Source: an optimization exercise on an open RTL-to-GDS flow (aim: small area, a short achievable clock period and few clock cycles per item). Production flows keep margins and buffers that such runs may drop.
In this exercise RTL edits were held to simulation tests only and were not proved equivalent to the original.

## run 1
==> flow/design.v <==
module sha256_1(
	input  wire         CLK,
	input  wire         RST,
	input  wire         write_en,
	input  wire [639:0] block_in,
	input  wire [255:0] digest_in,
	output wire [255:0] digest_out_1,
	output wire [255:0] digest_out_2,
	output wire         valid_out
);
	localparam [6:0] LAST = 7'd73;
	reg  [6:0]  cnt;
	reg         valid_r;
	reg  [31:0] a, b, c, d, e, f, g, h;
	reg  [31:0] wr [0:15];
	reg  [31:0] pk;
	reg  [31:0] kr;
	reg  [31:0] hra;
	function [31:0] add32(input [31:0] x, input [31:0] y);
		reg [31:0] gg, pp;
		integer l, i, k;
		begin
			gg = x & y;
			pp = x ^ y;
			for (l = 0; l < 5; l = l + 1)
				for (i = 0; i < 32; i = i + 1)
					if ((i >> l) & 1) begin
						k = ((i >> l) << l) - 1;
						gg[i] = gg[i] | (pp[i] & gg[k]);
						pp[i] = pp[i] & pp[k];
					end
			add32 = x ^ y ^ {gg[30:0], 1'b0};
		end
	endfunction
	wire [6:0] cnt_n = (!write_en || cnt == LAST) ? 7'd0 : cnt + 7'd1;
	reg ldc, ffc, capc;
	always @(posedge CLK or negedge RST) begin
		if (!RST) begin
			cnt     <= 7'd0;
			valid_r <= 1'b0;
			ldc     <= 1'b1;
			ffc     <= 1'b0;
			capc    <= 1'b0;
		end else begin
			cnt     <= cnt_n;
			valid_r <= write_en && cnt == LAST;
			ldc     <= cnt_n < 7'd2;
			ffc     <= cnt_n >= 7'd66 && cnt_n <= 7'd69;
			capc    <= cnt_n >= 7'd70;
		end
	end
	wire [1:0] sa = cnt[1:0] + {cnt[6], cnt[6]};
	wire [1:0] se = cnt[1:0];
	wire [31:0] al = sa[0] ? digest_in[255:224] : digest_in[223:192];
	wire [31:0] ah = sa[0] ? digest_in[191:160] : digest_in[159:128];
	wire [31:0] ha = sa[1] ? al : ah;
	wire [31:0] el = se[0] ? digest_in[127:96] : digest_in[95:64];
	wire [31:0] eh = se[0] ? digest_in[63:32]  : digest_in[31:0];
	wire [31:0] he = se[1] ? el : eh;
	wire [31:0] s0w = {wr[1][6:0], wr[1][31:7]} ^ {wr[1][17:0], wr[1][31:18]} ^ (wr[1] >> 3);
	wire [31:0] s1w = {wr[14][16:0], wr[14][31:17]} ^ {wr[14][18:0], wr[14][31:19]} ^ (wr[14] >> 10);
	wire [31:0] ws0 = s1w ^ wr[9] ^ s0w;
	wire [31:0] wc0 = ((s1w & wr[9]) | (s1w & s0w) | (wr[9] & s0w)) << 1;
	wire [31:0] ws1 = ws0 ^ wc0 ^ wr[0];
	wire [31:0] wc1 = ((ws0 & wc0) | (ws0 & wr[0]) | (wc0 & wr[0])) << 1;
	wire [31:0] wsum = add32(ffc ? d : ws1, ffc ? hra : wc1);
	reg  [31:0] bw;
	always @* begin
		case (cnt)
		7'd0: bw = block_in[639:608];
		7'd1: bw = block_in[607:576];
		7'd2: bw = block_in[575:544];
		7'd3: bw = block_in[543:512];
		7'd4: bw = block_in[511:480];
		7'd5: bw = block_in[479:448];
		7'd6: bw = block_in[447:416];
		7'd7: bw = block_in[415:384];
		7'd8: bw = block_in[383:352];
		7'd9: bw = block_in[351:320];
		7'd10: bw = block_in[319:288];
		7'd11: bw = block_in[287:256];
		7'd12: bw = block_in[255:224];
		7'd13: bw = block_in[223:192];
		7'd14: bw = block_in[191:160];
		7'd15: bw = block_in[159:128];
		7'd64, 7'd65, 7'd66, 7'd67: bw = he;
		7'd68: bw = block_in[127:96];
		7'd69: bw = block_in[95:64];
		7'd70: bw = block_in[63:32];
		7'd71: bw = block_in[31:0];
		default: bw = wsum;
		endcase
	end
	reg [31:0] kv;
	always @* begin
		case (cnt)
		7'd0: kv = 32'h428a2f98;
		7'd1: kv = 32'h71374491;
		7'd2: kv = 32'hb5c0fbcf;
		7'd3: kv = 32'he9b5dba5;
		7'd4: kv = 32'h3956c25b;
		7'd5: kv = 32'h59f111f1;
		7'd6: kv = 32'h923f82a4;
		7'd7: kv = 32'hab1c5ed5;
		7'd8: kv = 32'hd807aa98;
		7'd9: kv = 32'h12835b01;
		7'd10: kv = 32'h243185be;
		7'd11: kv = 32'h550c7dc3;
		7'd12: kv = 32'h72be5d74;
		7'd13: kv = 32'h80deb1fe;
		7'd14: kv = 32'h9bdc06a7;
		7'd15: kv = 32'hc19bf174;
		7'd16: kv = 32'he49b69c1;
		7'd17: kv = 32'hefbe4786;
		7'd18: kv = 32'h0fc19dc6;
		7'd19: kv = 32'h240ca1cc;
		7'd20: kv = 32'h2de92c6f;
		7'd21: kv = 32'h4a7484aa;
		7'd22: kv = 32'h5cb0a9dc;
		7'd23: kv = 32'h76f988da;
		7'd24: kv = 32'h983e5152;
		7'd25: kv = 32'ha831c66d;
		7'd26: kv = 32'hb00327c8;
		7'd27: kv = 32'hbf597fc7;
		7'd28: kv = 32'hc6e00bf3;
		7'd29: kv = 32'hd5a79147;
		7'd30: kv = 32'h06ca6351;
		7'd31: kv = 32'h14292967;
		7'd32: kv = 32'h27b70a85;
		7'd33: kv = 32'h2e1b2138;
		7'd34: kv = 32'h4d2c6dfc;
		7'd35: kv = 32'h53380d13;
		7'd36: kv = 32'h650a7354;
		7'd37: kv = 32'h766a0abb;
		7'd38: kv = 32'h81c2c92e;
		7'd39: kv = 32'h92722c85;
		7'd40: kv = 32'ha2bfe8a1;
		7'd41: kv = 32'ha81a664b;
		7'd42: kv = 32'hc24b8b70;
		7'd43: kv = 32'hc76c51a3;
		7'd44: kv = 32'hd192e819;
		7'd45: kv = 32'hd6990624;
		7'd46: kv = 32'hf40e3585;
		7'd47: kv = 32'h106aa070;
		7'd48: kv = 32'h19a4c116;
		7'd49: kv = 32'h1e376c08;
		7'd50: kv = 32'h2748774c;
		7'd51: kv = 32'h34b0bcb5;
		7'd52: kv = 32'h391c0cb3;
		7'd53: kv = 32'h4ed8aa4a;
		7'd54: kv = 32'h5b9cca4f;
		7'd55: kv = 32'h682e6ff3;
		7'd56: kv = 32'h748f82ee;
		7'd57: kv = 32'h78a5636f;
		7'd58: kv = 32'h84c87814;
		7'd59: kv = 32'h8cc70208;
		7'd60: kv = 32'h90befffa;
		7'd61: kv = 32'ha4506ceb;
		7'd62: kv = 32'hbef9a3f7;
		7'd63: kv = 32'hc67178f2;
		7'd68: kv = 32'h428a2f98;
		7'd69: kv = 32'h71374491;
		7'd70: kv = 32'hb5c0fbcf;
		7'd71: kv = 32'he9b5dba5;
		default: kv = 32'h00000000;
		endcase
	end
	wire [31:0] S1  = {e[5:0], e[31:6]} ^ {e[10:0], e[31:11]} ^ {e[24:0], e[31:25]};
	wire [31:0] S0  = {a[1:0], a[31:2]} ^ {a[12:0], a[31:13]} ^ {a[21:0], a[31:22]};
	wire [31:0] CH  = (e & f) ^ (~e & g);
	wire [31:0] MAJ = (a & b) | (a & c) | (b & c);
	wire [31:0] xs = pk ^ S1 ^ CH;
	wire [31:0] xc = ((pk & S1) | (pk & CH) | (S1 & CH)) << 1;
	wire [31:0] zs = xs ^ xc ^ S0;
	wire [31:0] zc = ((xs & xc) | (xs & S0) | (xc & S0)) << 1;
	wire [31:0] os = zs ^ zc ^ MAJ;
	wire [31:0] oc = ((zs & zc) | (zs & MAJ) | (zc & MAJ)) << 1;
	wire [31:0] anew = add32(os, oc);
	wire [31:0] qs = xs ^ xc ^ d;
	wire [31:0] qc = ((xs & xc) | (xs & d) | (xc & d)) << 1;
	wire [31:0] enew = add32(qs, qc);
	integer i;
	always @(posedge CLK) begin
		for (i = 0; i < 15; i = i + 1) wr[i] <= wr[i+1];
		wr[15] <= bw;
		if (capc) begin
			wr[7] <= d;
			wr[3] <= h;
		end
		hra <= ha;
		kr  <= kv;
		pk  <= add32(g ^ kr ^ wr[15], ((g & kr) | (g & wr[15]) | (kr & wr[15])) << 1);
		a <= ldc ? al : ffc ? wsum : anew;
		b <= a;
		c <= ldc ? ah : b;
		d <= c;
		e <= ldc ? el : ffc ? pk : enew;
		f <= e;
		g <= ldc ? eh : f;
		h <= g;
	end
	assign valid_out = valid_r;
	assign digest_out_2 = {a, b, c, d, e, f, g, h};
	assign digest_out_1 = {wr[7], wr[6], wr[5], wr[4], wr[3], wr[2], wr[1], wr[0]};
endmodule
export LEC_CHECK = 0
export CAP_MARGIN = 20
export CORE_AREA = 5 5 485 485
export CTS_CLUSTER_DIAMETER = 80
export CTS_CLUSTER_SIZE = 30
export DIE_AREA = 0 0 490 490
export PLACE_DENSITY = 0.75
export SLEW_MARGIN = 20
create_clock -name core_clock -period 15.0 [get_ports {CLK}]
standard.sh (not shown) runs the stock make flow with config.mk's settings and CLKGATE_MAP_FILE= SYNTH_SCRIPT=/design/flow/synth_recipe.tcl, a recipe that flattens the netlist after the stock synthesis.
==> flow/flow/run.sh <==
#!/bin/bash
# Standard layout, with the port buffers made of the smallest buffer cell.
set -euo pipefail
export BUFFER_PORTS_ARGS="-buffer_cell sky130_fd_sc_hd__buf_1"
export SETUP_SLACK_MARGIN=10.5
bash standard.sh > standard_flow.log 2>&1
Testbench counts of run 1, summed over its fixed seeds: cycles 14,208, items 192.
Changes in run 2 relative to run 1:
==> flow/flow/run.sh <==
#!/bin/bash
# Standard layout, with the port buffers made of the smallest buffer cell.
set -euo pipefail
export BUFFER_PORTS_ARGS="-buffer_cell sky130_fd_sc_hd__buf_1"
export SETUP_SLACK_MARGIN=11.0
bash standard.sh > standard_flow.log 2>&1
diff --git a/flow/config.mk b/flow/config.mk
--- a/flow/config.mk
+++ b/flow/config.mk
@@ -8,7 +8,5 @@
 export CAP_MARGIN = 20
 export CORE_AREA = 5 5 485 485
-export CTS_CLUSTER_DIAMETER = 80
-export CTS_CLUSTER_SIZE = 30
 export DIE_AREA = 0 0 490 490
-export PLACE_DENSITY = 0.75
+export PLACE_DENSITY = 0.6
 export SLEW_MARGIN = 20
Notes after the runs:
Run 2: full flow OK, the timing, DRC and antenna checks passed
Re post-cts gate resize count: run 2 is about 200% up on run 1.
Compared with run 1, final standard cell area without fillers in run 2 increased by more than 10%.
Smallest hold slack (higher): run 1
Compared with run 1, in run 2 number of non-clock buffers in the layout rose about 23%; final setup slack of the worst path rose 49 ps; clock skew rose 9.2 ps; final estimated routing congestion in global placement rose 0.032.
Summary of run 2 over run 1: via count of the first global-routing pass higher, I/O pin count was more or less identical.
Inputs modified between run 2 and run 3:
==> flow/flow/run.sh <==
#!/bin/bash
# Standard layout, with the port buffers made of the smallest buffer cell.
set -euo pipefail
export BUFFER_PORTS_ARGS="-buffer_cell sky130_fd_sc_hd__buf_1"
export SETUP_SLACK_MARGIN=10.0
bash standard.sh > standard_flow.log 2>&1
diff --git a/flow/config.mk b/flow/config.mk
--- a/flow/config.mk
+++ b/flow/config.mk
@@ -9,4 +9,4 @@
 export CORE_AREA = 5 5 485 485
 export DIE_AREA = 0 0 490 490
-export PLACE_DENSITY = 0.6
+export PLACE_DENSITY = 0.75
 export SLEW_MARGIN = 20
Findings:
Run 3 against run 2: wire length went down; clock buffer count in the final layout went down; worst path required time went down.
In run 3, the layout overhead on the synthesized area came out 27 points below the value in run 2.
The run showing the smaller count of plain and timing-repair buffers is run 3.
#### Input delta (run 4 over run 3)
==> flow/flow/run.sh <==
#!/bin/bash
# Standard layout, with the port buffers made of the smallest buffer cell.
set -euo pipefail
export BUFFER_PORTS_ARGS="-buffer_cell sky130_fd_sc_hd__buf_1"
export SETUP_SLACK_MARGIN=10.5
bash standard.sh > standard_flow.log 2>&1
diff --git a/flow/config.mk b/flow/config.mk
--- a/flow/config.mk
+++ b/flow/config.mk
@@ -9,4 +9,4 @@
 export CORE_AREA = 5 5 485 485
 export DIE_AREA = 0 0 490 490
-export PLACE_DENSITY = 0.75
+export PLACE_DENSITY = 0.6
 export SLEW_MARGIN = 20
Results
Run 4 completed every stage of the flow, and the final layout passed the timing, DRC and antenna checks. Delta (run 4 minus run 3): final non-filler cell total +111, number of antenna cells inserted shows a reduction of 33%. Run 4 vs run 3: final worst hold slack up in run 4.
Setup changes, run 4 to run 5
diff --git a/flow/config.mk b/flow/config.mk
--- a/flow/config.mk
+++ b/flow/config.mk
@@ -9,4 +9,4 @@
 export CORE_AREA = 5 5 485 485
 export DIE_AREA = 0 0 490 490
-export PLACE_DENSITY = 0.6
+export PLACE_DENSITY = 0.75
 export SLEW_MARGIN = 20
- Per the comparison of run 5 with run 4, minimum period implied by the final worst setup slack grew by 120 ps, global-route wire length before repair went down by 2.3%, final worst-path cycle share went up.
- Master of the slowest instance on the critical path = sky130_fd_sc_hd__nor4_4: run 5; master of the slowest instance on the critical path = sky130_fd_sc_hd__fa_2: run 4
[inputs] run 6 vs run 5
==> flow/flow/run.sh <==
#!/bin/bash
# Standard layout, with the port buffers made of the smallest buffer cell.
set -euo pipefail
export BUFFER_PORTS_ARGS="-buffer_cell sky130_fd_sc_hd__buf_1"
bash standard.sh > standard_flow.log 2>&1
diff --git a/flow/config.mk b/flow/config.mk
--- a/flow/config.mk
+++ b/flow/config.mk
@@ -8,5 +8,6 @@
 export CAP_MARGIN = 20
 export CORE_AREA = 5 5 485 485
+export CTS_BUF_LIST = sky130_fd_sc_hd__clkbuf_4 sky130_fd_sc_hd__clkbuf_8
 export DIE_AREA = 0 0 490 490
-export PLACE_DENSITY = 0.75
+export PLACE_DENSITY = 0.6
 export SLEW_MARGIN = 20
Findings:
Run 6 vs run 5 — number of antenna diodes dropped 30%.
Diff run 6..run 5 | routed wire length | negligible
Run 6 vs run 5: delay contributed by the slowest stage of the critical path down
Post-CTS repair timing setup buffer count: run 5 and run 6 compared, lower one is run 6
Run 6 against run 5: maximum achievable frequency now sits lower, setup slack now sits lower.
Run 6 ended with less final cell count without fillers than run 5.
Core util | run 6 vs run 5 | run 6 lower

-- static timing again, ports no longer ideal --
Ports are ideal in the flow. The routed layouts listed here were re-timed in OpenROAD.
Step 1, drivers: a clkbuf_16 drives CLK and a buf_2 each remaining input, both assumed.
Step 2, shift: input delay + t, output delay - t, t = (earliest + latest rising clock arrival at the registers) / 2. This alone moves slack from input paths to output paths.
Slacks: no drivers / after step 1 / after step 2; pairs: no drivers / after step 1.
run | t (ns) | setup slack, ns | worst setup path at the end | worst data-port slew with drivers (ns)
run 1 | 0.815 | 10.092 / 10.138 / 9.324 | input to register | 0.47
run 2 | 0.844 | 10.142 / 10.142 / 9.530 | input to register | 0.38
run 3 | 0.808 | 10.021 / 9.935 / 9.314 | input to register | 0.41
run 4 | 0.837 | 10.307 / 10.307 / 9.555 | input to register | 0.38
run 5 | 0.833 | 10.189 / 10.182 / 9.409 | input to register | 0.42
run 6 | 0.977 | 9.263 / 9.263 / 8.606 | input to register | 0.42
After both steps every run listed still meets setup and hold. For run 5, which loses most, drivers alone change the setup slack by -0.007 ns; drivers and shift together by -0.780 ns.
